Context: an optimization exercise on an open-source flow, tuned for small area and a short achievable clock period. The choices shown serve that exercise and are no tape-out recipe. Only simulation tests tie the RTL to the original design; equivalence was not proved.

Setup of the reference run:
Design tflaf_top, start of the top module:
module tflaf_top
#(parameter L_ORD = 2, Q_ORD = 7, WIDTH = 16, QP = 12)
(
    input clk,
    input reset,
    input [WIDTH-1:0] signal_in,
    input [WIDTH-1:0] desired_in,
    output [WIDTH-1:0] filter_out_d,
    output reg [WIDTH-1:0] error_d
);
Size in the first run: about 21000 cells after synthesis, roughly 66 I/O pins.
clock: 8.5 ns
lec_check: 0
abc_area: 1
cap_margin: 20
core_margin: 2
core_utilization: 45
place_density: 0.6
setup_slack_margin: 3.8
slew_margin: 20
run.sh (not shown) runs the stock make flow with config.mk's settings and CLKGATE_MAP_FILE= SYNTH_SCRIPT=/design/flow/synth_recipe.tcl, a recipe that flattens the netlist after the stock synthesis.
Setup changes, the reference run to the trial run
--- a/flow/design.v
+++ b/flow/design.v
@@ -2869,13 +2869,12 @@
     reg  [15:0] m0a [0:6], m0b [0:6], m1a [0:6], m1b [0:6], mc;
     reg  [6:0]  m0c, m1c;
     reg  [12:0] xe0a [0:6], xe0b [0:6], xe1a [0:6], xe1b [0:6];
     reg  [6:0]  xe0c, xe1c;
     reg  [8:0]  xec;
     reg  [15:0] ya, yb;
-    reg         reset_d;
     reg  [8:0]  mu;
     reg  [4:0]  mu_one, mu_two, mu_neg;
     wire [15:0] p0a [0:6], p0b [0:6], p1a [0:6], p1b [0:6];
     wire [6:0]  p0c, p1c;
     wire [12:0] q0a [0:6], q0b [0:6], q1a [0:6], q1b [0:6];
     wire [6:0]  q0c, q1c;
@@ -2930,25 +2929,26 @@
                 wire [9:0] x0 = xe0a[g][9:0] + xe0b[g][9:0] + xe0c[g];
                 wire [9:0] x1 = xe1a[g][9:0] + xe1b[g][9:0] + xe1c[g];
                 assign xe0[g] = {{3{x0[9]}}, x0};
                 assign xe1[g] = {{3{x1[9]}}, x1};
             end
             always @(posedge clk) begin
-                f0[g] <= fn[g];
-                f1[g] <= f0[g]; f2[g] <= f1[g]; f3[g] <= f2[g]; f4[g] <= f3[g];
-            end
-            always @(posedge clk) begin
-                m0a[g] <= p0a[g]; m0b[g] <= p0b[g]; m0c[g] <= p0c[g];
-                m1a[g] <= p1a[g]; m1b[g] <= p1b[g]; m1c[g] <= p1c[g];
-                xe0a[g] <= q0a[g]; xe0b[g] <= q0b[g]; xe0c[g] <= q0c[g];
-                xe1a[g] <= q1a[g]; xe1b[g] <= q1b[g]; xe1c[g] <= q1c[g];
-            end
-            always @(posedge clk) begin
-                if (reset | reset_d) begin
+                if (reset) begin
+                    f0[g] <= 16'd0; f1[g] <= 16'd0; f2[g] <= 16'd0; f3[g] <= 16'd0; f4[g] <= 16'd0;
+                    m0a[g] <= 16'd0; m0b[g] <= 16'd0; m0c[g] <= 1'b0;
+                    m1a[g] <= 16'd0; m1b[g] <= 16'd0; m1c[g] <= 1'b0;
+                    xe0a[g] <= 13'd0; xe0b[g] <= 13'd0; xe0c[g] <= 1'b0;
+                    xe1a[g] <= 13'd0; xe1b[g] <= 13'd0; xe1c[g] <= 1'b0;
                     w0[g] <= 16'd0; w1[g] <= 16'd0;
                 end else begin
+                    f0[g] <= fn[g];
+                    f1[g] <= f0[g]; f2[g] <= f1[g]; f3[g] <= f2[g]; f4[g] <= f3[g];
+                    m0a[g] <= p0a[g]; m0b[g] <= p0b[g]; m0c[g] <= p0c[g];
+                    m1a[g] <= p1a[g]; m1b[g] <= p1b[g]; m1c[g] <= p1c[g];
+                    xe0a[g] <= q0a[g]; xe0b[g] <= q0b[g]; xe0c[g] <= q0c[g];
+                    xe1a[g] <= q1a[g]; xe1b[g] <= q1b[g]; xe1c[g] <= q1c[g];
                     w0[g] <= w0[g] + {{3{xe0[g][12]}}, xe0[g]};
                     w1[g] <= w1[g] + {{3{xe1[g][12]}}, xe1[g]};
                 end
             end
         end
     endgenerate
@@ -2975,19 +2975,18 @@
             mu <= mu_n;
             mu_one <= mu_n_one; mu_two <= mu_n_two; mu_neg <= mu_n_neg;
             error_d <= err;
         end
     end
     always @(posedge clk) begin
-        reset_d <= reset;
-        mc <= wc;
-        xec <= mu;
-        if (reset | reset_d) begin
-            wc <= 16'd0;
+        if (reset) begin
+            mc <= 16'd0; xec <= 9'd0; wc <= 16'd0;
             ya <= 16'd0; yb <= 16'd0;
         end else begin
+            mc <= wc;
+            xec <= mu;
             wc <= wc + {{7{xec[8]}}, xec};
             ya <= sa; yb <= sb;
         end
     end
     assign filter_out_d = ya + yb;
 endmodule
## What came out
Diff the reference run..the trial run | proportion of synthesized flip-flops having asynchronous set or reset | unchanged. Side by side, post-synthesis share of cell area spent on xor and xnor gates turned out lower in the trial run than in the reference run. Run comparison: the reference run critical path's slowest cell dfxtp_2; the trial run critical path's slowest cell dfxtp_1. [diff] global-route wire length before repair, the trial run relative to the reference run: regression. On total number of vias, the trial run does worse than the reference run. Fmax: the trial run vs the reference run up 6.6 MHz. The trial run vs the reference run — fraction of area in multi-input gates dropped 0.63 points. Comparing the two runs side by side, the trial run comes out behind the reference run on standard cell core area. Clock latency on the worst-skew pair: the trial run vs the reference run — no meaningful difference. Effective utilization at floorplan: the trial run vs the reference run down 0.18 points. Every run in the comparison, the trial run and the reference run, completed the flow with a clean layout. Of the trial run and the reference run, the run reporting the higher adder-cell area share of the yosys netlist was the reference run. Looking at post-layout minimum cycle time across both flows, the trial run is the stronger of the two, with the reference run trailing. Going from the reference run to the trial run, highest fanout seen on the critical path grows by 3. Cmp the trial run and the reference run / endpoint arrival time on the critical path / lower: the trial run.

[static timing again, ports no longer ideal]
How much do the figures lean on ideal ports? The routed layouts below were timed once more, with nothing changed but the port constraints.
Step 1 sets driving cells, clkbuf_16 on the clock port and buf_2 on the other inputs (assumed; they add their load-dependent delay and slew).
Step 2 moves the port delays by t, midway between the first and last clock arrival at a register: inputs arrive t later, outputs are due t later. That takes back most of the time a late clock gives input paths.
Slacks: ideal / step 1 / step 2; pairs: ideal / step 1.
run | shift t [ns] | setup WS [ns] | clock arrival spread, ns
the reference run | 1.067 | 3.233 / 3.108 / 3.670 | 0.113 / 0.112
the trial run | 1.062 | 3.410 / 3.294 / 3.613 | 0.086 / 0.087
After both steps every run listed still meets setup and hold.
